What follows belongs to an exercise in optimizing a design on an open flow for small area and a short achievable clock period; a production flow would make more cautious choices.
No run shown here included a check of the RTL's function; only the layout flow was run.
No activity file was given, so power comes from the tool's default toggle rates.

===== design/flow/design.v =====
module multiplier (a, b, prod, qnan, infinity, zero, normal, clk);
input [15:0] a, b;
input clk;
output [15:0] prod;
output qnan, infinity, zero, normal;
wire [12:0] bx = {1'b0, ~&b[14:10] & |b[14:10], b[9:0], 1'b0};
wire [5:0] c_bo, c_bt;
genvar gi;
generate for (gi = 0; gi < 6; gi = gi + 1) begin : rec
  assign c_bo[gi] = bx[2*gi+1] ^ bx[2*gi];
  assign c_bt[gi] = (bx[2*gi+2] & ~bx[2*gi+1] & ~bx[2*gi]) | (~bx[2*gi+2] & bx[2*gi+1] & bx[2*gi]);
end endgenerate
reg [10:0] sa;
reg [5:0] bo, bt;
reg [4:0] bn;
reg [4:0] ea, eb;
reg sgn1, b_m0;
always @(posedge clk) begin
  sa <= {~&a[14:10] & |a[14:10], a[9:0]};
  bo <= c_bo;
  bt <= c_bt;
  bn <= {b[9], b[7], b[5], b[3], b[1]};
  b_m0 <= ~|b[9:0];
  ea <= a[14:10];
  eb <= b[14:10];
  sgn1 <= a[15] ^ b[15];
end
wire a_m0 = ~|sa[9:0];
wire a_e1 = &ea, b_e1 = &eb;
wire a_n = ~a_e1 & |ea, b_n = ~b_e1 & |eb;
wire a_inf = a_e1 & a_m0, b_inf = b_e1 & b_m0;
wire a_zero = ~a_n & ~a_e1 & a_m0, b_zero = ~b_n & ~b_e1 & b_m0;
wire c_qnan = (a_inf & b_zero) | (b_inf & a_zero);
wire c_zero = ~a_inf & ~b_inf & (a_zero | b_zero);
wire c_fin = ~a_e1 & ~b_e1 & ~a_zero & ~b_zero;
wire [5:0] esum = ea + eb;
wire [4:0] pe_nn = ea + eb + 5'd17;
wire [4:0] c_pe0 = (a_n & b_n) ? pe_nn : a_n ? ea : b_n ? eb : 5'd15;
wire [4:0] c_pe1 = c_pe0 + 5'd1;
wire c_f0 = c_fin & (~(a_n & b_n) | (esum <= 6'd45));
wire c_f1 = c_fin & ((a_n & b_n) ? (esum <= 6'd44) : a_n ? (ea != 5'd30) : b_n ? (eb != 5'd30) : 1'b1);
wire pp_0_0 = ~(bn[0] ^ ((bo[0] & sa[0])));
wire pp_0_1 = ~(bn[0] ^ ((bo[0] & sa[1]) | (bt[0] & sa[0])));
wire pp_0_2 = ~(bn[0] ^ ((bo[0] & sa[2]) | (bt[0] & sa[1])));
wire pp_0_3 = ~(bn[0] ^ ((bo[0] & sa[3]) | (bt[0] & sa[2])));
wire pp_0_4 = ~(bn[0] ^ ((bo[0] & sa[4]) | (bt[0] & sa[3])));
wire pp_0_5 = ~(bn[0] ^ ((bo[0] & sa[5]) | (bt[0] & sa[4])));
wire pp_0_6 = ~(bn[0] ^ ((bo[0] & sa[6]) | (bt[0] & sa[5])));
wire pp_0_7 = ~(bn[0] ^ ((bo[0] & sa[7]) | (bt[0] & sa[6])));
wire pp_0_8 = ~(bn[0] ^ ((bo[0] & sa[8]) | (bt[0] & sa[7])));
wire pp_0_9 = ~(bn[0] ^ ((bo[0] & sa[9]) | (bt[0] & sa[8])));
wire pp_0_10 = ~(bn[0] ^ ((bo[0] & sa[10]) | (bt[0] & sa[9])));
wire pp_0_11 = ~(bn[0] ^ ((bt[0] & sa[10])));
wire pp_1_0 = ~(bn[1] ^ ((bo[1] & sa[0])));
wire pp_1_1 = ~(bn[1] ^ ((bo[1] & sa[1]) | (bt[1] & sa[0])));
wire pp_1_2 = ~(bn[1] ^ ((bo[1] & sa[2]) | (bt[1] & sa[1])));
wire pp_1_3 = ~(bn[1] ^ ((bo[1] & sa[3]) | (bt[1] & sa[2])));
wire pp_1_4 = ~(bn[1] ^ ((bo[1] & sa[4]) | (bt[1] & sa[3])));
wire pp_1_5 = ~(bn[1] ^ ((bo[1] & sa[5]) | (bt[1] & sa[4])));
wire pp_1_6 = ~(bn[1] ^ ((bo[1] & sa[6]) | (bt[1] & sa[5])));
wire pp_1_7 = ~(bn[1] ^ ((bo[1] & sa[7]) | (bt[1] & sa[6])));
wire pp_1_8 = ~(bn[1] ^ ((bo[1] & sa[8]) | (bt[1] & sa[7])));
wire pp_1_9 = ~(bn[1] ^ ((bo[1] & sa[9]) | (bt[1] & sa[8])));
wire pp_1_10 = ~(bn[1] ^ ((bo[1] & sa[10]) | (bt[1] & sa[9])));
wire pp_1_11 = ~(bn[1] ^ ((bt[1] & sa[10])));
wire pp_2_0 = ~(bn[2] ^ ((bo[2] & sa[0])));
wire pp_2_1 = ~(bn[2] ^ ((bo[2] & sa[1]) | (bt[2] & sa[0])));
wire pp_2_2 = ~(bn[2] ^ ((bo[2] & sa[2]) | (bt[2] & sa[1])));
wire pp_2_3 = ~(bn[2] ^ ((bo[2] & sa[3]) | (bt[2] & sa[2])));
wire pp_2_4 = ~(bn[2] ^ ((bo[2] & sa[4]) | (bt[2] & sa[3])));
wire pp_2_5 = ~(bn[2] ^ ((bo[2] & sa[5]) | (bt[2] & sa[4])));
wire pp_2_6 = ~(bn[2] ^ ((bo[2] & sa[6]) | (bt[2] & sa[5])));
wire pp_2_7 = ~(bn[2] ^ ((bo[2] & sa[7]) | (bt[2] & sa[6])));
wire pp_2_8 = ~(bn[2] ^ ((bo[2] & sa[8]) | (bt[2] & sa[7])));
wire pp_2_9 = ~(bn[2] ^ ((bo[2] & sa[9]) | (bt[2] & sa[8])));
wire pp_2_10 = ~(bn[2] ^ ((bo[2] & sa[10]) | (bt[2] & sa[9])));
wire pp_2_11 = ~(bn[2] ^ ((bt[2] & sa[10])));
wire pp_3_0 = ~(bn[3] ^ ((bo[3] & sa[0])));
wire pp_3_1 = ~(bn[3] ^ ((bo[3] & sa[1]) | (bt[3] & sa[0])));
wire pp_3_2 = ~(bn[3] ^ ((bo[3] & sa[2]) | (bt[3] & sa[1])));
wire pp_3_3 = ~(bn[3] ^ ((bo[3] & sa[3]) | (bt[3] & sa[2])));
wire pp_3_4 = ~(bn[3] ^ ((bo[3] & sa[4]) | (bt[3] & sa[3])));
wire pp_3_5 = ~(bn[3] ^ ((bo[3] & sa[5]) | (bt[3] & sa[4])));
wire pp_3_6 = ~(bn[3] ^ ((bo[3] & sa[6]) | (bt[3] & sa[5])));
wire pp_3_7 = ~(bn[3] ^ ((bo[3] & sa[7]) | (bt[3] & sa[6])));
wire pp_3_8 = ~(bn[3] ^ ((bo[3] & sa[8]) | (bt[3] & sa[7])));
wire pp_3_9 = ~(bn[3] ^ ((bo[3] & sa[9]) | (bt[3] & sa[8])));
wire pp_3_10 = ~(bn[3] ^ ((bo[3] & sa[10]) | (bt[3] & sa[9])));
wire pp_3_11 = ~(bn[3] ^ ((bt[3] & sa[10])));
wire pp_4_0 = ~(bn[4] ^ ((bo[4] & sa[0])));
wire pp_4_1 = ~(bn[4] ^ ((bo[4] & sa[1]) | (bt[4] & sa[0])));
wire pp_4_2 = ~(bn[4] ^ ((bo[4] & sa[2]) | (bt[4] & sa[1])));
wire pp_4_3 = ~(bn[4] ^ ((bo[4] & sa[3]) | (bt[4] & sa[2])));
wire pp_4_4 = ~(bn[4] ^ ((bo[4] & sa[4]) | (bt[4] & sa[3])));
wire pp_4_5 = ~(bn[4] ^ ((bo[4] & sa[5]) | (bt[4] & sa[4])));
wire pp_4_6 = ~(bn[4] ^ ((bo[4] & sa[6]) | (bt[4] & sa[5])));
wire pp_4_7 = ~(bn[4] ^ ((bo[4] & sa[7]) | (bt[4] & sa[6])));
wire pp_4_8 = ~(bn[4] ^ ((bo[4] & sa[8]) | (bt[4] & sa[7])));
wire pp_4_9 = ~(bn[4] ^ ((bo[4] & sa[9]) | (bt[4] & sa[8])));
wire pp_4_10 = ~(bn[4] ^ ((bo[4] & sa[10]) | (bt[4] & sa[9])));
wire pp_4_11 = ~(bn[4] ^ ((bt[4] & sa[10])));
wire pp_5_0 = ~((bo[5] & sa[0]));
wire pp_5_1 = ~((bo[5] & sa[1]) | (bt[5] & sa[0]));
wire pp_5_2 = ~((bo[5] & sa[2]) | (bt[5] & sa[1]));
wire pp_5_3 = ~((bo[5] & sa[3]) | (bt[5] & sa[2]));
wire pp_5_4 = ~((bo[5] & sa[4]) | (bt[5] & sa[3]));
wire pp_5_5 = ~((bo[5] & sa[5]) | (bt[5] & sa[4]));
wire pp_5_6 = ~((bo[5] & sa[6]) | (bt[5] & sa[5]));
wire pp_5_7 = ~((bo[5] & sa[7]) | (bt[5] & sa[6]));
wire pp_5_8 = ~((bo[5] & sa[8]) | (bt[5] & sa[7]));
wire pp_5_9 = ~((bo[5] & sa[9]) | (bt[5] & sa[8]));
wire pp_5_10 = ~((bo[5] & sa[10]) | (bt[5] & sa[9]));
wire pp_5_11 = ~((bt[5] & sa[10]));
wire [4:0] bnn = ~bn;
wire s1, c2, s3, c4, s5, c6, s7, c8, s9, c10, s11, c12, s13, c14, s15, c16, s17, c18, s19, c20, s21, c22, s23, c24, s25, c26, s27, c28, s29, c30, s31, c32, s33, c34, s35, c36, s37, c38, s39, c40, s41, c42, s43, c44, s45, c46, s47, c48, s49, c50, s51, c52, s53, c54, s55, c56, s57, c58, s59, c60, s61, c62, s63, c64, s65, c66, s67, c68, s69, c70, s71, c72, s73, c74, s75, c76, s77, c78, s79, c80, s81, c82, s83, c84, s85, c86, s87, c88, s89, c90, s91, c92, s93, c94, s95, c96, s97, c98, s99, c100, s101, c102, s103, c104, s105, c106, s107, c108, s109, c110, s111, c112;
nhs us1 (.a(bnn[1]), .b(pp_0_2), .y(s1));
nhc uc2 (.a(bnn[1]), .b(pp_0_2), .y(c2));
nhs us3 (.a(pp_0_3), .b(pp_1_1), .y(s3));
nhc uc4 (.a(pp_0_3), .b(pp_1_1), .y(c4));
fa us5 (.y(bnn[2]), .x(pp_0_4), .cin(pp_1_2), .sum(s5), .cout(c6));
nhs us7 (.a(pp_2_0), .b(c4), .y(s7));
nhc uc8 (.a(pp_2_0), .b(c4), .y(c8));
fa us9 (.y(pp_0_5), .x(pp_1_3), .cin(pp_2_1), .sum(s9), .cout(c10));
nhs us11 (.a(c6), .b(c8), .y(s11));
nhc uc12 (.a(c6), .b(c8), .y(c12));
fa us13 (.y(bnn[3]), .x(pp_0_6), .cin(pp_1_4), .sum(s13), .cout(c14));
fa us15 (.y(pp_2_2), .x(pp_3_0), .cin(c10), .sum(s15), .cout(c16));
nhs us17 (.a(s13), .b(c12), .y(s17));
nhc uc18 (.a(s13), .b(c12), .y(c18));
fa us19 (.y(pp_0_7), .x(pp_1_5), .cin(pp_2_3), .sum(s19), .cout(c20));
fa us21 (.y(pp_3_1), .x(c14), .cin(s19), .sum(s21), .cout(c22));
nhs us23 (.a(c16), .b(c18), .y(s23));
nhc uc24 (.a(c16), .b(c18), .y(c24));
fa us25 (.y(bnn[4]), .x(pp_0_8), .cin(pp_1_6), .sum(s25), .cout(c26));
fa us27 (.y(pp_2_4), .x(pp_3_2), .cin(pp_4_0), .sum(s27), .cout(c28));
fa us29 (.y(c20), .x(s25), .cin(s27), .sum(s29), .cout(c30));
nhs us31 (.a(c22), .b(s29), .y(s31));
nhc uc32 (.a(c22), .b(s29), .y(c32));
fa us33 (.y(pp_0_9), .x(pp_1_7), .cin(pp_2_5), .sum(s33), .cout(c34));
fa us35 (.y(pp_3_3), .x(pp_4_1), .cin(c26), .sum(s35), .cout(c36));
fa us37 (.y(c28), .x(s33), .cin(s35), .sum(s37), .cout(c38));
nhs us39 (.a(c30), .b(c32), .y(s39));
nhc uc40 (.a(c30), .b(c32), .y(c40));
fa us41 (.y(pp_0_10), .x(pp_1_8), .cin(pp_2_6), .sum(s41), .cout(c42));
fa us43 (.y(pp_3_4), .x(pp_4_2), .cin(pp_5_0), .sum(s43), .cout(c44));
fa us45 (.y(c34), .x(s41), .cin(s43), .sum(s45), .cout(c46));
fa us47 (.y(c36), .x(s45), .cin(c38), .sum(s47), .cout(c48));
fa us49 (.y(pp_0_11), .x(pp_1_9), .cin(pp_2_7), .sum(s49), .cout(c50));
fa us51 (.y(pp_3_5), .x(pp_4_3), .cin(pp_5_1), .sum(s51), .cout(c52));
fa us53 (.y(c42), .x(c44), .cin(s49), .sum(s53), .cout(c54));
fa us55 (.y(s51), .x(c46), .cin(s53), .sum(s55), .cout(c56));
fa us57 (.y(bnn[0]), .x(pp_1_10), .cin(pp_2_8), .sum(s57), .cout(c58));
fa us59 (.y(pp_3_6), .x(pp_4_4), .cin(pp_5_2), .sum(s59), .cout(c60));
fa us61 (.y(c50), .x(c52), .cin(s57), .sum(s61), .cout(c62));
fa us63 (.y(s59), .x(c54), .cin(s61), .sum(s63), .cout(c64));
fa us65 (.y(bnn[0]), .x(pp_1_11), .cin(pp_2_9), .sum(s65), .cout(c66));
fa us67 (.y(pp_3_7), .x(pp_4_5), .cin(pp_5_3), .sum(s67), .cout(c68));
fa us69 (.y(c58), .x(c60), .cin(s65), .sum(s69), .cout(c70));
fa us71 (.y(s67), .x(c62), .cin(s69), .sum(s71), .cout(c72));
fa us73 (.y(bn[0]), .x(bn[1]), .cin(pp_2_10), .sum(s73), .cout(c74));
fa us75 (.y(pp_3_8), .x(pp_4_6), .cin(pp_5_4), .sum(s75), .cout(c76));
fa us77 (.y(c66), .x(c68), .cin(s73), .sum(s77), .cout(c78));
fa us79 (.y(s75), .x(c70), .cin(s77), .sum(s79), .cout(c80));
fa us81 (.y(pp_2_11), .x(pp_3_9), .cin(pp_4_7), .sum(s81), .cout(c82));
fa us83 (.y(pp_5_5), .x(c74), .cin(c76), .sum(s83), .cout(c84));
fa us85 (.y(s81), .x(c78), .cin(s83), .sum(s85), .cout(c86));
nhs us87 (.a(c80), .b(s85), .y(s87));
nhc uc88 (.a(c80), .b(s85), .y(c88));
fa us89 (.y(bn[2]), .x(pp_3_10), .cin(pp_4_8), .sum(s89), .cout(c90));
fa us91 (.y(pp_5_6), .x(c82), .cin(s89), .sum(s91), .cout(c92));
fa us93 (.y(c84), .x(s91), .cin(c86), .sum(s93), .cout(c94));
fa us95 (.y(pp_3_11), .x(pp_4_9), .cin(pp_5_7), .sum(s95), .cout(c96));
fa us97 (.y(c90), .x(s95), .cin(c92), .sum(s97), .cout(c98));
nhs us99 (.a(s97), .b(c94), .y(s99));
nhc uc100 (.a(s97), .b(c94), .y(c100));
fa us101 (.y(bn[3]), .x(pp_4_10), .cin(pp_5_8), .sum(s101), .cout(c102));
fa us103 (.y(c96), .x(s101), .cin(c98), .sum(s103), .cout(c104));
fa us105 (.y(pp_4_11), .x(pp_5_9), .cin(c102), .sum(s105), .cout(c106));
nhs us107 (.a(s105), .b(c104), .y(s107));
nhc uc108 (.a(s105), .b(c104), .y(c108));
fa us109 (.y(bn[4]), .x(pp_5_10), .cin(c106), .sum(s109), .cout(c110));
nhs us111 (.a(pp_5_11), .b(c110), .y(s111));
nhc uc112 (.a(pp_5_11), .b(c110), .y(c112));
wire [21:0] ra_n = {s111, s109, s107, s103, s99, c88, s87, c72, c64, c56, s55, c40, s37, c24, s21, s17, s9, s7, c2, pp_1_0, pp_0_1, bnn[0]};
wire [21:0] rb_n = {1'b0, c108, 1'b0, c100, 1'b0, s93, 1'b0, s79, s71, s63, c48, s47, s39, s31, s23, s15, s11, s5, s3, s1, 1'b1, pp_0_0};
wire [21:0] ck = ra_n & rb_n;
wire [21:0] cp = ra_n ^ rb_n;
wire G0_1 = ck[1] | (cp[1] & (ra_n[0] | rb_n[0]));
wire G0_2 = ck[2] | (cp[2] & ck[1]);
wire P0_2 = cp[2] & cp[1];
wire G0_3 = ck[3] | (cp[3] & ck[2]);
wire P0_3 = cp[3] & cp[2];
wire G0_4 = ck[4] | (cp[4] & ck[3]);
wire P0_4 = cp[4] & cp[3];
wire G0_5 = ck[5] | (cp[5] & ck[4]);
wire P0_5 = cp[5] & cp[4];
wire G0_6 = ck[6] | (cp[6] & ck[5]);
wire P0_6 = cp[6] & cp[5];
wire G0_7 = ck[7] | (cp[7] & ck[6]);
wire P0_7 = cp[7] & cp[6];
wire G0_8 = ck[8] | (cp[8] & ck[7]);
wire P0_8 = cp[8] & cp[7];
wire G0_9 = ck[9] | (cp[9] & ck[8]);
wire P0_9 = cp[9] & cp[8];
wire G0_10 = ck[10] | (cp[10] & ck[9]);
wire P0_10 = cp[10] & cp[9];
wire G0_11 = ck[11] | (cp[11] & ck[10]);
wire P0_11 = cp[11] & cp[10];
wire G0_12 = ck[12] | (cp[12] & ck[11]);
wire P0_12 = cp[12] & cp[11];
wire G0_13 = ck[13] | (cp[13] & ck[12]);
wire P0_13 = cp[13] & cp[12];
wire G0_14 = ck[14] | (cp[14] & ck[13]);
wire P0_14 = cp[14] & cp[13];
wire G0_15 = ck[15] | (cp[15] & ck[14]);
wire P0_15 = cp[15] & cp[14];
wire G0_16 = ck[16] | (cp[16] & ck[15]);
wire P0_16 = cp[16] & cp[15];
wire G0_17 = ck[17] | (cp[17] & ck[16]);
wire P0_17 = cp[17] & cp[16];
wire G0_18 = ck[18] | (cp[18] & ck[17]);
wire P0_18 = cp[18] & cp[17];
wire G0_19 = ck[19] | (cp[19] & ck[18]);
wire P0_19 = cp[19] & cp[18];
wire G0_20 = ck[20] | (cp[20] & ck[19]);
wire P0_20 = cp[20] & cp[19];
wire G0_21 = ck[21] | (cp[21] & ck[20]);
wire P0_21 = cp[21] & cp[20];
wire G1_2 = G0_2 | (P0_2 & (ra_n[0] | rb_n[0]));
wire G1_3 = G0_3 | (P0_3 & G0_1);
wire G1_4 = G0_4 | (P0_4 & G0_2);
wire P1_4 = P0_4 & P0_2;
wire G1_5 = G0_5 | (P0_5 & G0_3);
wire P1_5 = P0_5 & P0_3;
wire G1_6 = G0_6 | (P0_6 & G0_4);
wire P1_6 = P0_6 & P0_4;
wire G1_7 = G0_7 | (P0_7 & G0_5);
wire P1_7 = P0_7 & P0_5;
wire G1_8 = G0_8 | (P0_8 & G0_6);
wire P1_8 = P0_8 & P0_6;
wire G1_9 = G0_9 | (P0_9 & G0_7);
wire P1_9 = P0_9 & P0_7;
wire G1_10 = G0_10 | (P0_10 & G0_8);
wire P1_10 = P0_10 & P0_8;
wire G1_11 = G0_11 | (P0_11 & G0_9);
wire P1_11 = P0_11 & P0_9;
wire G1_12 = G0_12 | (P0_12 & G0_10);
wire P1_12 = P0_12 & P0_10;
wire G1_13 = G0_13 | (P0_13 & G0_11);
wire P1_13 = P0_13 & P0_11;
wire G1_14 = G0_14 | (P0_14 & G0_12);
wire P1_14 = P0_14 & P0_12;
wire G1_15 = G0_15 | (P0_15 & G0_13);
wire P1_15 = P0_15 & P0_13;
wire G1_16 = G0_16 | (P0_16 & G0_14);
wire P1_16 = P0_16 & P0_14;
wire G1_17 = G0_17 | (P0_17 & G0_15);
wire P1_17 = P0_17 & P0_15;
wire G1_18 = G0_18 | (P0_18 & G0_16);
wire P1_18 = P0_18 & P0_16;
wire G1_19 = G0_19 | (P0_19 & G0_17);
wire P1_19 = P0_19 & P0_17;
wire G1_20 = G0_20 | (P0_20 & G0_18);
wire P1_20 = P0_20 & P0_18;
wire G1_21 = G0_21 | (P0_21 & G0_19);
wire P1_21 = P0_21 & P0_19;
wire G2_4 = G1_4 | (P1_4 & (ra_n[0] | rb_n[0]));
wire G2_5 = G1_5 | (P1_5 & G0_1);
wire G2_6 = G1_6 | (P1_6 & G1_2);
wire G2_7 = G1_7 | (P1_7 & G1_3);
wire G2_8 = G1_8 | (P1_8 & G1_4);
wire P2_8 = P1_8 & P1_4;
wire G2_9 = G1_9 | (P1_9 & G1_5);
wire P2_9 = P1_9 & P1_5;
wire G2_10 = G1_10 | (P1_10 & G1_6);
wire P2_10 = P1_10 & P1_6;
wire G2_11 = G1_11 | (P1_11 & G1_7);
wire P2_11 = P1_11 & P1_7;
wire G2_12 = G1_12 | (P1_12 & G1_8);
wire P2_12 = P1_12 & P1_8;
wire G2_13 = G1_13 | (P1_13 & G1_9);
wire P2_13 = P1_13 & P1_9;
wire G2_14 = G1_14 | (P1_14 & G1_10);
wire P2_14 = P1_14 & P1_10;
wire G2_15 = G1_15 | (P1_15 & G1_11);
wire P2_15 = P1_15 & P1_11;
wire G2_16 = G1_16 | (P1_16 & G1_12);
wire P2_16 = P1_16 & P1_12;
wire G2_17 = G1_17 | (P1_17 & G1_13);
wire P2_17 = P1_17 & P1_13;
wire G2_18 = G1_18 | (P1_18 & G1_14);
wire P2_18 = P1_18 & P1_14;
wire G2_19 = G1_19 | (P1_19 & G1_15);
wire P2_19 = P1_19 & P1_15;
wire G2_20 = G1_20 | (P1_20 & G1_16);
wire P2_20 = P1_20 & P1_16;
wire G2_21 = G1_21 | (P1_21 & G1_17);
wire P2_21 = P1_21 & P1_17;
wire G3_8 = G2_8 | (P2_8 & (ra_n[0] | rb_n[0]));
wire G3_9 = G2_9 | (P2_9 & G0_1);
wire G3_10 = G2_10 | (P2_10 & G1_2);
wire G3_11 = G2_11 | (P2_11 & G1_3);
wire G3_12 = G2_12 | (P2_12 & G2_4);
wire G3_13 = G2_13 | (P2_13 & G2_5);
wire G3_14 = G2_14 | (P2_14 & G2_6);
wire G3_15 = G2_15 | (P2_15 & G2_7);
wire G3_16 = G2_16 | (P2_16 & G2_8);
wire P3_16 = P2_16 & P2_8;
wire G3_17 = G2_17 | (P2_17 & G2_9);
wire P3_17 = P2_17 & P2_9;
wire G3_18 = G2_18 | (P2_18 & G2_10);
wire P3_18 = P2_18 & P2_10;
wire G3_19 = G2_19 | (P2_19 & G2_11);
wire P3_19 = P2_19 & P2_11;
wire G3_20 = G2_20 | (P2_20 & G2_12);
wire P3_20 = P2_20 & P2_12;
wire G3_21 = G2_21 | (P2_21 & G2_13);
wire P3_21 = P2_21 & P2_13;
wire G4_16 = G3_16 | (P3_16 & (ra_n[0] | rb_n[0]));
wire G4_17 = G3_17 | (P3_17 & G0_1);
wire G4_18 = G3_18 | (P3_18 & G1_2);
wire G4_19 = G3_19 | (P3_19 & G1_3);
wire G4_20 = G3_20 | (P3_20 & G2_4);
wire G4_21 = G3_21 | (P3_21 & G2_5);
wire [22:0] ncy;
assign ncy[0] = 1'b1;
assign ncy[1] = (ra_n[0] | rb_n[0]);
assign ncy[2] = G0_1;
assign ncy[3] = G1_2;
assign ncy[4] = G1_3;
assign ncy[5] = G2_4;
assign ncy[6] = G2_5;
assign ncy[7] = G2_6;
assign ncy[8] = G2_7;
assign ncy[9] = G3_8;
assign ncy[10] = G3_9;
assign ncy[11] = G3_10;
assign ncy[12] = G3_11;
assign ncy[13] = G3_12;
assign ncy[14] = G3_13;
assign ncy[15] = G3_14;
assign ncy[16] = G3_15;
assign ncy[17] = G4_16;
assign ncy[18] = G4_17;
assign ncy[19] = G4_18;
assign ncy[20] = G4_19;
assign ncy[21] = G4_20;
assign ncy[22] = G4_21;
wire [21:0] raw = ~(cp ^ ncy[21:0]);
reg [11:0] r2;
reg hin2, sgn2, q2, z2, f02, f12;
reg [4:0] e02, e12;
always @(posedge clk) begin
  r2 <= raw[21:10];
  hin2 <= ~raw[21];
  sgn2 <= sgn1;
  q2 <= c_qnan;
  z2 <= c_zero;
  f02 <= c_f0;
  f12 <= c_f1;
  e02 <= c_f0 ? c_pe0 : {5{~c_zero}};
  e12 <= c_f1 ? c_pe1 : {5{~c_zero}};
end
wire hi = r2[11];
wire lo = hin2;
wire fin = (hi & f12) | (lo & f02);
assign qnan = q2;
assign zero = z2;
assign normal = fin;
assign infinity = ~(q2 | z2 | fin);
assign prod[15] = sgn2;
assign prod[14:10] = ({5{hi}} & e12) | ({5{lo}} & e02);
assign prod[9:0] = ({10{hi & f12}} & r2[10:1]) | ({10{lo & f02}} & r2[9:0]) | {q2, 3'b000, q2, 1'b0, q2, 1'b0, q2, 1'b0};
endmodule
module nhs (a, b, y);
input a, b;
output y;
assign y = ~(a ^ b);
endmodule
module nhc (a, b, y);
input a, b;
output y;
assign y = a | b;
endmodule
module fa (x, y, cin, sum, cout);
input x, y, cin;
output sum, cout;
assign sum = x ^ y ^ cin;
assign cout = (x & y) | (x & cin) | (y & cin);
endmodule

===== design/flow/run.sh =====
#!/bin/bash
# synth_recipe.tcl (not shown) runs the flow's synth.tcl, then flattens the netlist and writes it again
# the make line also repeats each setting of config.mk as NAME=value (left out here)
make -C /OpenROAD-flow-scripts/flow DESIGN_CONFIG=/design/flow/config.mk WORK_HOME=/design/flow/orfs CLKGATE_MAP_FILE= SYNTH_SCRIPT=/design/flow/synth_recipe.tcl finish

===== design/flow/config.mk =====
export PLATFORM = sky130hd
export DESIGN_NAME = multiplier
export DESIGN_NICKNAME = multiplier
export VERILOG_FILES = /design/flow/design.v
export SDC_FILE = /design/flow/constraint.sdc
export NUM_CORES = 4
export LEC_CHECK = 0
export CAP_MARGIN = 20
export CORE_MARGIN = 2
export CORE_UTILIZATION = 40
export SLEW_MARGIN = 20
export SYNTH_HIERARCHICAL = 1

===== design/flow/constraint.sdc =====
create_clock -name core_clock -period 12.0 [get_ports {clk}]
set_input_delay 2.4000 -clock core_clock [delete_from_list [all_inputs] [get_ports {clk}]]
set_output_delay 2.4000 -clock core_clock [all_outputs]
set_load 0.01 [all_outputs]

==> summary.md, run 1 <==
| Metric | Value |
|---|---|
| Cts bufs inserted | 9 |
| Hold Vio Cnt, Final | 0 |
| CTS max path bufs | 2 |
| H-tree depth | 3 |
| Die Ht | 122 µm |
| Total Wirelength | 12400 µm |
| DR DRC count | 0 |
| Top-count cell post-synth | xnor2_1 |
| IR drop worst, VDD | 0.000143 V |
| Total I/O pin count | 53 |
| Commonest cells in the netlist | xnor2_1, dfxtp_1, a22oi_1 |
| Total Power | 1.81 mW |
| Area share of the largest cell type after synthesis | 24.6% |
| CP Launch Type | flip-flop |
| Max Cap Viol | 0 |
| Dpl hpwl | 9610 µm |
| Top FF cell, synth | dfxtp_1 |
| Drt pass-1 iters | 5 |
| DRT iter0 DRCs | 395 |
| Crit path time final | 4780 ps |
| Synthesized flop and latch total | 68 |
| Lkg Pwr | 2.45 nW |
| Fin. max-slew vios | 0 |
| Sequential cell area fraction in the yosys report | 24.6% |
| Via-to-Cell Ratio | 5.52 |
| Area occupied by multi-input gates | 0.00394 mm² |
| Die area | 0.0148 mm² |
| Hold path startpoint | sgn1 |
| Placed insts | 762 |
| Final Setup Violations | 0 |
| Grt ovf | 0 |
| Worst hold path depth | 0 |
| Storage cell area | 0.00136 mm² |
| Share of layout cells above drive strength 1 | 5.86% |
| RSZ-0062 raised after global routing | no |
| YS warnings | 7 |
| Routability cong. | 0.875 |
| Cell Pwr Density | 280 mW/mm² |
| Initial core utilization | 40.4% |
| GRT Resource Usage Total | 17.5% |
| Initial antenna violation count | 0 |
| Fill cell count | 1282 |
| Crit path DAT | 4980 ps |
| Final period utilization | 39.8% |
| Core Region | 0.0137 mm² |
| Hold slack final | 328 ps |
| R2r setup slk | 7220 ps |
| # rows | 43 |
| Routed WL per cell | 15.9 µm |
| Library cells used by synthesis | 63 |
| Largest cells by area after synthesis | dfxtp_1, fa_1, xnor2_1 |
| Outcome | complete, no violations |
| Insertion delay to the later sink of the worst-skew pair | 330 ps |
| Diodes inserted | 0 |
| Critical path type | flip-flop to flip-flop |
| Synth area leader | dfxtp_1 |
| DIE WIDTH | 122 µm |
| Reg clk slew, reported paths | 60 ps |
| Hold Path Class | flip-flop to flip-flop |
| Post-synth ARST share | 0% |
| Area growth syn-to-layout | 16.7% |
| Number of synthesized flops with an enable pin | 0 |
| Largest net degree at the start of global routing | 15 |
| Critical Path RT | 12200 ps |
| Worst Setup End Kind | flip-flop |
| Measured slew at the worst slew-check pin | 724 ps |
| Worst clock skew | 7.44 ps |
| Syn Nets | 677 |
| Final antenna-violating net count | 0 |
| First-pass GRT wire length | 20900 µm |
| FMAX | 0.209 GHz |
| Cells after synthesis | 569 |
| Critical path startpoint | bn[1] |
| Port Buffers | 52 |
| Setup_tns | 0 ps |
| Worst r2r src | bn[1] |
| CTS resizes | 0 |
| Synthesized area | 0.00554 mm² |
| Nets | 701 |
| Post-CTS Setup Repair Bufs | 0 |
| CTS Sinks | 68 |
| Total vias in the final route | 4289 |
| Vias in the first global route | 4227 |
| TritonCTS clock tree | yes |
| Reg2reg path depth | 13 |
| CTS root buffer | clkbuf_16 |
| Crit Path Max Fanout | 14 |
| Hold-fix buffers, CTS | 0 |
| Avg Cell Area, Syn | 9.74 µm² |
| Max-Slew Margin vs Limit | 51.4% |
| Layout Cells excl Fill | 777 |
## critical path, stage by stage (launching register included)
cell       delay, ps
dfxtp_1          370
clkinv_1         480
xnor2_1          330
fa_1             400
fa_1             470
fa_1             400
fa_1             390
ha_1             410
a21o_1           220
a31oi_1          320
o2111ai_1        230
a31oi_2          310
o21ai_1          160
xor2_1           150
## Yosys stat by module, one instance, submodules excluded
module / cells inside / copies in the design / flip-flops and latches
nhs: 1 / 12 / 0
fa: 1 / 44 / 0
multiplier: 502 / 1 / 68
nhc: 1 / 11 / 0
## per-layer routing
| metal | track usage, % | vias up | routed length, µm |
|---|---|---|---|
| met5 | 0 | - | 0 |
| met4 | 4.96 | 0 | 162 |
| met3 | 4.92 | 16 | 882 |
| met2 | 26.0 | 180 | 5360 |
| met1 | 24.9 | 2019 | 5970 |
| li1 | - | 2074 | - |
## power breakdown
group | total (mW) | internal [mW] | switching (mW)
combinational | 1.19 | 0.563 | 0.630
sequential | 0.328 | 0.286 | 0.0419
clock | 0.289 | 0.198 | 0.0912
total | 1.81 | 1.05 | 0.763
## per-stage QoR
stage | cell area, µm² | setup WS, ps | utilization, %
after floorplan | 5540 | 7620 | -
after global placement | 6130 | 7490 | 44.7
after detailed placement | 6130 | 7310 | 44.7
after CTS | 6470 | 7270 | 47.1
after global routing | 6470 | 7010 | 47.1
final | 6470 | 7220 | 47.1
## cell usage in the layout, fill, tap and decap left out, types with 5 or more instances in the layout
cell              n
nand3_1           9
a221o_1           5
nand2_1          26
inv_1            18
nand2b_1          5
a31oi_1           7
nand4_1           5
a22oi_1          59
o21ai_0           9
dfxtp_1          68
or2_1            11
ha_1             27
clkbuf_16         9
and3_1            5
fa_1             48
or4_1             6
clkdlybuf4s50_1  52
xor2_1           10
xnor2_1          83
mux2i_1           6
a22o_1           12
a21oi_1          19
nor2_1           19
a21o_1            7
## final timing paths
path	end
setup / recovery	hin2
hold / removal	sgn2
setup reg to reg	hin2
hold reg to reg	sgn2
## cell families (layout without fill, tap and decap cells)
| family | Yosys count | count (layout) | share of synthesized area, % |
|---|---|---|---|
| AOI/OAI and AO/OA | 153 | 153 | 20.8 |
| xor gates and xnor gates | 93 | 93 | 14.7 |
| adders and majority gates | 75 | 75 | 23.4 |
| buffers and inverters | 61 | 89 | 4.29 |
| DFF | 68 | 68 | 24.6 |
| muxes | 6 | 6 | 1.08 |
| and+or+nand+nor | 113 | 113 | 11.1 |
## flip-flops by register name (all words and copies together) (netlist names), 5 cells and up
name / count
e02: 5
ea: 5
sa: 11
eb: 5
e12: 5
bt: 6
bn: 5
r2: 12
bo: 6
## area by class of cell
class / count / area share, %
Multi-Input combinational cell: 440 / 61.0
Inverter: 22 / 1.28
Clock inverter: 3 / 1.06
Tap cell: 180 / 3.48
Clock buffer: 12 / 4.12
Sequential cell: 68 / 21.0
Timing Repair Buffer: 52 / 8.05
==> run 2: changes to the inputs <==
--- a/design/flow/design.v
+++ b/design/flow/design.v
@@ -112,7 +112,7 @@
 wire pp_5_10 = ~((bo[5] & sa[10]) | (bt[5] & sa[9]));
 wire pp_5_11 = ~((bt[5] & sa[10]));
 wire [4:0] bnn = ~bn;
-wire s1, c2, s3, c4, s5, c6, s7, c8, s9, c10, s11, c12, s13, c14, s15, c16, s17, c18, s19, c20, s21, c22, s23, c24, s25, c26, s27, c28, s29, c30, s31, c32, s33, c34, s35, c36, s37, c38, s39, c40, s41, c42, s43, c44, s45, c46, s47, c48, s49, c50, s51, c52, s53, c54, s55, c56, s57, c58, s59, c60, s61, c62, s63, c64, s65, c66, s67, c68, s69, c70, s71, c72, s73, c74, s75, c76, s77, c78, s79, c80, s81, c82, s83, c84, s85, c86, s87, c88, s89, c90, s91, c92, s93, c94, s95, c96, s97, c98, s99, c100, s101, c102, s103, c104, s105, c106, s107, c108, s109, c110, s111, c112;
+wire s1, c2, s3, c4, s5, c6, s7, c8, s9, c10, s11, c12, s13, c14, s15, c16, s17, c18, s19, c20, s21, c22, s23, c24, s25, c26, s27, c28, s29, c30, s31, c32, s33, c34, s35, c36, s37, c38, s39, c40, s41, c42, s43, c44, s45, c46, s47, c48, s49, c50, s51, c52, s53, c54, s55, c56, s57, c58, s59, c60, s61, c62, s63, c64, s65, c66, s67, c68, s69, c70, s71, c72, s73, c74, s75, c76, s77, c78, s79, c80, s81, c82, s83, c84, s85, c86, s87, c88, s89, c90, s91, c92, s93, c94, s95, c96, s97, c98, s99, c100, s101, c102, s103, c104, s105, c106, s107, c108, s109, c110, s111;
 nhs us1 (.a(bnn[1]), .b(pp_0_2), .y(s1));
 nhc uc2 (.a(bnn[1]), .b(pp_0_2), .y(c2));
 nhs us3 (.a(pp_0_3), .b(pp_1_1), .y(s3));
@@ -161,28 +161,27 @@
 fa us75 (.y(pp_3_8), .x(pp_4_6), .cin(pp_5_4), .sum(s75), .cout(c76));
 fa us77 (.y(c66), .x(c68), .cin(s73), .sum(s77), .cout(c78));
 fa us79 (.y(s75), .x(c70), .cin(s77), .sum(s79), .cout(c80));
-fa us81 (.y(pp_2_11), .x(pp_3_9), .cin(pp_4_7), .sum(s81), .cout(c82));
-fa us83 (.y(pp_5_5), .x(c74), .cin(c76), .sum(s83), .cout(c84));
-fa us85 (.y(s81), .x(c78), .cin(s83), .sum(s85), .cout(c86));
-nhs us87 (.a(c80), .b(s85), .y(s87));
-nhc uc88 (.a(c80), .b(s85), .y(c88));
+ha us81 (.a(pp_2_11), .b(pp_3_9), .sum(s81), .cout(c82));
+fa us83 (.y(pp_4_7), .x(pp_5_5), .cin(s81), .sum(s83), .cout(c84));
+fa us85 (.y(c74), .x(c76), .cin(s83), .sum(s85), .cout(c86));
+nhs us87 (.a(c78), .b(s85), .y(s87));
+nhc uc88 (.a(c78), .b(s85), .y(c88));
 fa us89 (.y(bn[2]), .x(pp_3_10), .cin(pp_4_8), .sum(s89), .cout(c90));
 fa us91 (.y(pp_5_6), .x(c82), .cin(s89), .sum(s91), .cout(c92));
 fa us93 (.y(c84), .x(s91), .cin(c86), .sum(s93), .cout(c94));
-fa us95 (.y(pp_3_11), .x(pp_4_9), .cin(pp_5_7), .sum(s95), .cout(c96));
-fa us97 (.y(c90), .x(s95), .cin(c92), .sum(s97), .cout(c98));
-nhs us99 (.a(s97), .b(c94), .y(s99));
-nhc uc100 (.a(s97), .b(c94), .y(c100));
+ha us95 (.a(pp_3_11), .b(pp_4_9), .sum(s95), .cout(c96));
+fa us97 (.y(pp_5_7), .x(s95), .cin(c90), .sum(s97), .cout(c98));
+nhs us99 (.a(s97), .b(c92), .y(s99));
+nhc uc100 (.a(s97), .b(c92), .y(c100));
 fa us101 (.y(bn[3]), .x(pp_4_10), .cin(pp_5_8), .sum(s101), .cout(c102));
 fa us103 (.y(c96), .x(s101), .cin(c98), .sum(s103), .cout(c104));
-fa us105 (.y(pp_4_11), .x(pp_5_9), .cin(c102), .sum(s105), .cout(c106));
-nhs us107 (.a(s105), .b(c104), .y(s107));
-nhc uc108 (.a(s105), .b(c104), .y(c108));
+ha us105 (.a(pp_4_11), .b(pp_5_9), .sum(s105), .cout(c106));
+nhs us107 (.a(s105), .b(c102), .y(s107));
+nhc uc108 (.a(s105), .b(c102), .y(c108));
 fa us109 (.y(bn[4]), .x(pp_5_10), .cin(c106), .sum(s109), .cout(c110));
-nhs us111 (.a(pp_5_11), .b(c110), .y(s111));
-nhc uc112 (.a(pp_5_11), .b(c110), .y(c112));
-wire [21:0] ra_n = {s111, s109, s107, s103, s99, c88, s87, c72, c64, c56, s55, c40, s37, c24, s21, s17, s9, s7, c2, pp_1_0, pp_0_1, bnn[0]};
-wire [21:0] rb_n = {1'b0, c108, 1'b0, c100, 1'b0, s93, 1'b0, s79, s71, s63, c48, s47, s39, s31, s23, s15, s11, s5, s3, s1, 1'b1, pp_0_0};
+assign s111 = ~pp_5_11;
+wire [21:0] ra_n = {s111, c108, s107, c100, s99, c88, c80, c72, c64, c56, s55, c40, s37, c24, s21, s17, s9, s7, c2, pp_1_0, pp_0_1, bnn[0]};
+wire [21:0] rb_n = {c110, s109, c104, s103, c94, s93, s87, s79, s71, s63, c48, s47, s39, s31, s23, s15, s11, s5, s3, s1, 1'b1, pp_0_0};
 wire [21:0] ck = ra_n & rb_n;
 wire [21:0] cp = ra_n ^ rb_n;
 wire G0_1 = ck[1] | (cp[1] & (ra_n[0] | rb_n[0]));
@@ -382,6 +381,12 @@
 output y;
 assign y = a | b;
 endmodule
+module ha (a, b, sum, cout);
+input a, b;
+output sum, cout;
+assign sum = a ^ b;
+assign cout = a & b;
+endmodule
 module fa (x, y, cin, sum, cout);
 input x, y, cin;
 output sum, cout;
==> run 2 against run 1 <==
Net effect: still clean; utilization up 0.94 points; total power down 8.2%; via count down 3.4%; first-iteration DRC count down 17%; sequential cell count unchanged; synthesized cell count down 4.4%; largest power group unchanged; highest routed layer unchanged.
==> summary.md, run 2 <==
| Metric | Value |
|---|---|
| Initial antenna violation count | 0 (unchanged) |
| Largest cells by area after synthesis | dfxtp_1, fa_1, xnor2_1 |
| Share of layout cells above drive strength 1 | 3.97% (-1.9 points) |
| Cts bufs inserted | 9 (unchanged) |
| Drt pass-1 iters | 6 (+1) |
| YS warnings | 7 (unchanged) |
| Worst path slowest cell | clkinv_1 |
| Top FF cell, synth | dfxtp_1 |
| Worst clock skew | 8.56 ps (+1.12 ps) |
| Max Cap Viol | 0 (unchanged) |
| Worst hold path depth | 0 (unchanged) |
| Area growth syn-to-layout | 17.6% |
| Initial core utilization | 40.9% (+0.48 points) |
| Top-count cell post-synth | xnor2_1 |
| Area share of the largest cell type after synthesis | 25.2% (+0.58 points) |
| CP Launch Type | flip-flop |
| TritonCTS clock tree | yes |
| # rows | 42 (-2.3%) |
| FMAX | 0.212 GHz (+1.1%) |
| Total Wirelength | 12000 µm (-2.9%) |
| Avg Cell Area, Syn | 9.95 µm² (+2.2%) |
| Measured slew at the worst slew-check pin | 779 ps (+55.2 ps) |
| DRT iter0 DRCs | 326 (-17%) |
| CTS root buffer | clkbuf_16 |
| RSZ-0062 raised after global routing | no |
| Die area | 0.0145 mm² (-2.2%) |
| Die Ht | 120 µm (-1.1%) |
| GRT Resource Usage Total | 17.0% (-0.49 points) |
| CP most frequent cell | fa_1 |
| Crit path time final | 4730 ps (-53.1 ps) |
| Insertion delay to the later sink of the worst-skew pair | 330 ps (about the same) |
| Cells after synthesis | 544 (-4.4%) |
| Worst Setup End Kind | flip-flop |
| Placed insts | 740 (-2.9%) |
| Net Switching | 665 µW (-13%) |
| Hold Vio Cnt, Final | 0 (unchanged) |
| Syn Nets | 655 (-3.2%) |
| Routed WL per cell | 15.9 µm (-0.19%) |
| Largest register FFs | 12 (unchanged) |
| Reg2reg path depth | 14 (+1) |
| IR drop worst, VDD | 0.000121 V (-15%) |
| Synth area leader | dfxtp_1 |
| Total vias in the final route | 4145 (-3.4%) |
| Cell Pwr Density | 261 mW/mm² (-6.8%) |
| Layout Cells excl Fill | 756 (-2.7%) |
| Number of synthesized flops with an enable pin | 0 (unchanged) |
| Reg2reg end | hin2 |
| Synthesized area | 0.00541 mm² (-2.3%) |
| Final period utilization | 39.4% (-0.44 points) |
| Sw frac | 40.0% (-2.1 points) |
| R2r setup slk | 7270 ps (+50 ps) |
| Combinational Power Share | 62.1% (-3.8 points) |
| CTS Sinks | 68 (unchanged) |
| Crit Path Max Fanout | 14 (unchanged) |
| Fin. max-slew vios | 0 (unchanged) |
| Post-CTS Setup Repair Bufs | 0 (unchanged) |
| Final Setup Violations | 0 (unchanged) |
| Vias in the first global route | 4058 (-4.0%) |
| Finished layout cell area | 0.00637 mm² (-1.5%) |
| Worst stage delay on the critical path | 480 ps (about the same) |
| Via-to-Cell Ratio | 5.48 (-0.67%) |
| Grt ovf | 0 (unchanged) |
| CTS resizes | 0 (unchanged) |
| Commonest non-fill, non-tap cells in the layout | xnor2_1, dfxtp_1, a22oi_1, clkdlybuf4s50_1, fa_1 |
| Flop pwr share | 19.7% (+1.6 points) |
| Placed Area | 0.00603 mm² (-1.7%) |
| Hold EP | sgn2 |
| H-tree depth | 3 (unchanged) |
| Post-synth ARST share | 0% (unchanged) |
| Pint | 996 µW (-4.8%) |
| Core Region | 0.0132 mm² (-3.5%) |
| Fill cell count | 1258 (-1.9%) |
| Reg clk slew, reported paths | 60 ps (about the same) |
| Lkg Pwr | 2.39 nW (-2.3%) |
| DR DRC count | 0 (unchanged) |
| Final setup margin | 7270 ps (+53.1 ps) |
| Hold path startpoint | sgn1 |
| Hold Path Class | flip-flop to flip-flop |
| DIE WIDTH | 120 µm (-1.1%) |
| Reg with most FFs | r2 |
| Routability cong. | 0.900 (+2.8%) |
| Total Power | 1.66 mW (-8.2%) |
| Total I/O pin count | 53 (unchanged) |
| Critical path type | flip-flop to flip-flop |
| Clock power frac | 18.2% (+2.2 points) |
| Final antenna-violating net count | 0 (unchanged) |
| Diodes inserted | 0 (unchanged) |
| Max-Slew Margin vs Limit | 48.1% (-3.4 points) |
| Largest registers | r2: 12 flops, sa: 11 flops |
| Outcome | complete, no violations |
| Hold-fix buffers, CTS | 0 (unchanged) |
| Worst r2r src | bn[1] |
| First-pass GRT wire length | 19800 µm (-5.1%) |
| Critical Path RT | 12260 ps (+60 ps) |
| Largest net degree at the start of global routing | 15 (unchanged) |
| Commonest cells in the netlist | xnor2_1, dfxtp_1, a22oi_1 |
| Crit path DAT | 4990 ps (about the same) |
| CP top delay family | adder cells |
| Dpl hpwl | 9440 µm (-1.7%) |
| Nets | 686 (-2.1%) |
| Sequential cell area fraction in the yosys report | 25.2% (+0.58 points) |
| Buf/Inv on CP | 1 (unchanged) |
| Dpl ws | 7300 ps (-11.9 ps) |
| Crit. path cell count | 14 (+1) |
| Port Buffers | 52 (unchanged) |
| Crit-path cells | clkinv_1 -> xnor2_1 -> fa_1 -> fa_1 -> fa_1 -> fa_1 -> ha_1 -> nand2_1 -> nor3_1 -> o311ai_1 -> o211ai_1 -> a221o_1 -> a21oi_1 -> xor2_1 |
| Setup_tns | 0 ps (unchanged) |
| Most common cell after layout, fill and taps aside | xnor2_1 |
| Synthesized flop and latch total | 68 (unchanged) |
| CTS max path bufs | 2 (unchanged) |
| Library cells used by synthesis | 54 (-14%) |
run 2: changes by cell type after synthesis, sizes merged, moves of 5 or more:
cell   before  now
ha         27   33
inv        18   12
nand3       9    4
nor2       19   11
o21ai      11   18
run 2: worst max-delay path by stage:
stage          startpoint  endpoint  slack [ps]
2_1_floorplan       bn[0]      hin2        7650
3_3_place_gp        bn[1]      hin2        7440
3_5_place_dp        bn[1]      hin2        7300
4_1_cts             bn[1]      hin2        7270
5_1_grt             bn[1]      hin2        7000
6_report            bn[1]      hin2        7270
run 2: cell families after synthesis:
group	count (synthesis)	share of synthesized area (%)
compound gates	148	19.6
xor+xnor	97	15.7
simple gates	97	10.3
fa+ha+maj	78	24.3
flops	68	25.2
buf+inv	48	3.44
mux	8	1.57
run 2: layout make-up:
cell class	count	area, µm²	share of cell area (%)
Multi-Input combinational cell	428	3860	60.7
Clock buffer	10	229	3.60
Clock inverter	6	111	1.75
Tap cell	176	220	3.46
Timing Repair Buffer	52	520	8.17
Inverter	16	60.1	0.943
Sequential cell	68	1360	21.4
run 2: worst reg2reg max path, delay by kind of cell (launching register included):
| family | cells | cell delay [ps] |
|---|---|---|
| adder cells (fa/ha/maj) | 5 | 2050 |
| AO/OA/AOI/OAI | 4 | 1050 |
| XOR/XNOR | 2 | 500 |
| buffers and inverters | 1 | 480 |
| flip-flops | 1 | 370 |
| AND/OR/NAND/NOR | 2 | 190 |
run 2: power by group through the flow:
stage / Clock [mW] / Sequential, mW / Combinational, mW
6_report: 0.302 / 0.328 / 1.03
2_1_floorplan: 0 / 0.309 / 0.789
3_5_place_dp: 0 / 0.333 / 1.03
4_1_cts: 0.309 / 0.328 / 1.03
3_3_place_gp: 0 / 0.331 / 1.02
5_1_grt: 0.318 / 0.334 / 1.16
run 2: layer usage:
layer	vias to the layer above	global-route usage, %	wire [µm]
li1	2007	-	-
met1	1985	24.9	6010
met2	138	25.1	5190
met3	15	3.25	639
met4	0	5.81	178
met5	-	0	0
run 2: Yosys stat by module, one instance, submodules excluded:
module | flops+latches | cells inside | area [µm²] | copies in the design
multiplier | 68 | 478 | 4390 | 1
fa | 0 | 1 | 20.0 | 41
nhs | 0 | 1 | 8.76 | 11
ha | 0 | 1 | 12.5 | 3
nhc | 0 | 1 | 6.26 | 11
run 2: through the flow:
step / util, % / hold WS, ps
2_1_floorplan: - / 310
3_3_place_gp: 45.5 / 316
3_5_place_dp: 45.5 / 318
4_1_cts: 48.1 / 333
5_1_grt: 48.1 / 340
6_report: 48.1 / 328

-- separate check: timing with driven ports --
The flow's constraints put no driver on any port. The routed layouts listed below were extracted and timed again, unchanged, in two steps. Step 1 (the two cells are an assumption about what drives the block):
set clk [get_ports {clk}]
set_driving_cell -lib_cell sky130_fd_sc_hd__clkbuf_16 $clk
set_driving_cell -lib_cell sky130_fd_sc_hd__buf_2 [delete_from_list [all_inputs] $clk]
Step 2 adds t to the input delays and takes it off the output delays; t is the mean of the earliest and latest rising clock arrival at the registers after step 1. Input paths then give back, and output paths get back, about the clock's delay inside the block. Slacks: ideal / step 1 / step 2; pairs: ideal / step 1.
run	shift t [ns]	setup slack, ns	slew at the worst register clock pin (ns)	cell pins on the clock port's net
run 1	0.364	7.222 / 7.222 / 7.222	0.06 / 0.06	1
run 2	0.368	7.275 / 7.275 / 7.275	0.06 / 0.06	1
After both steps every run listed still meets setup and hold.
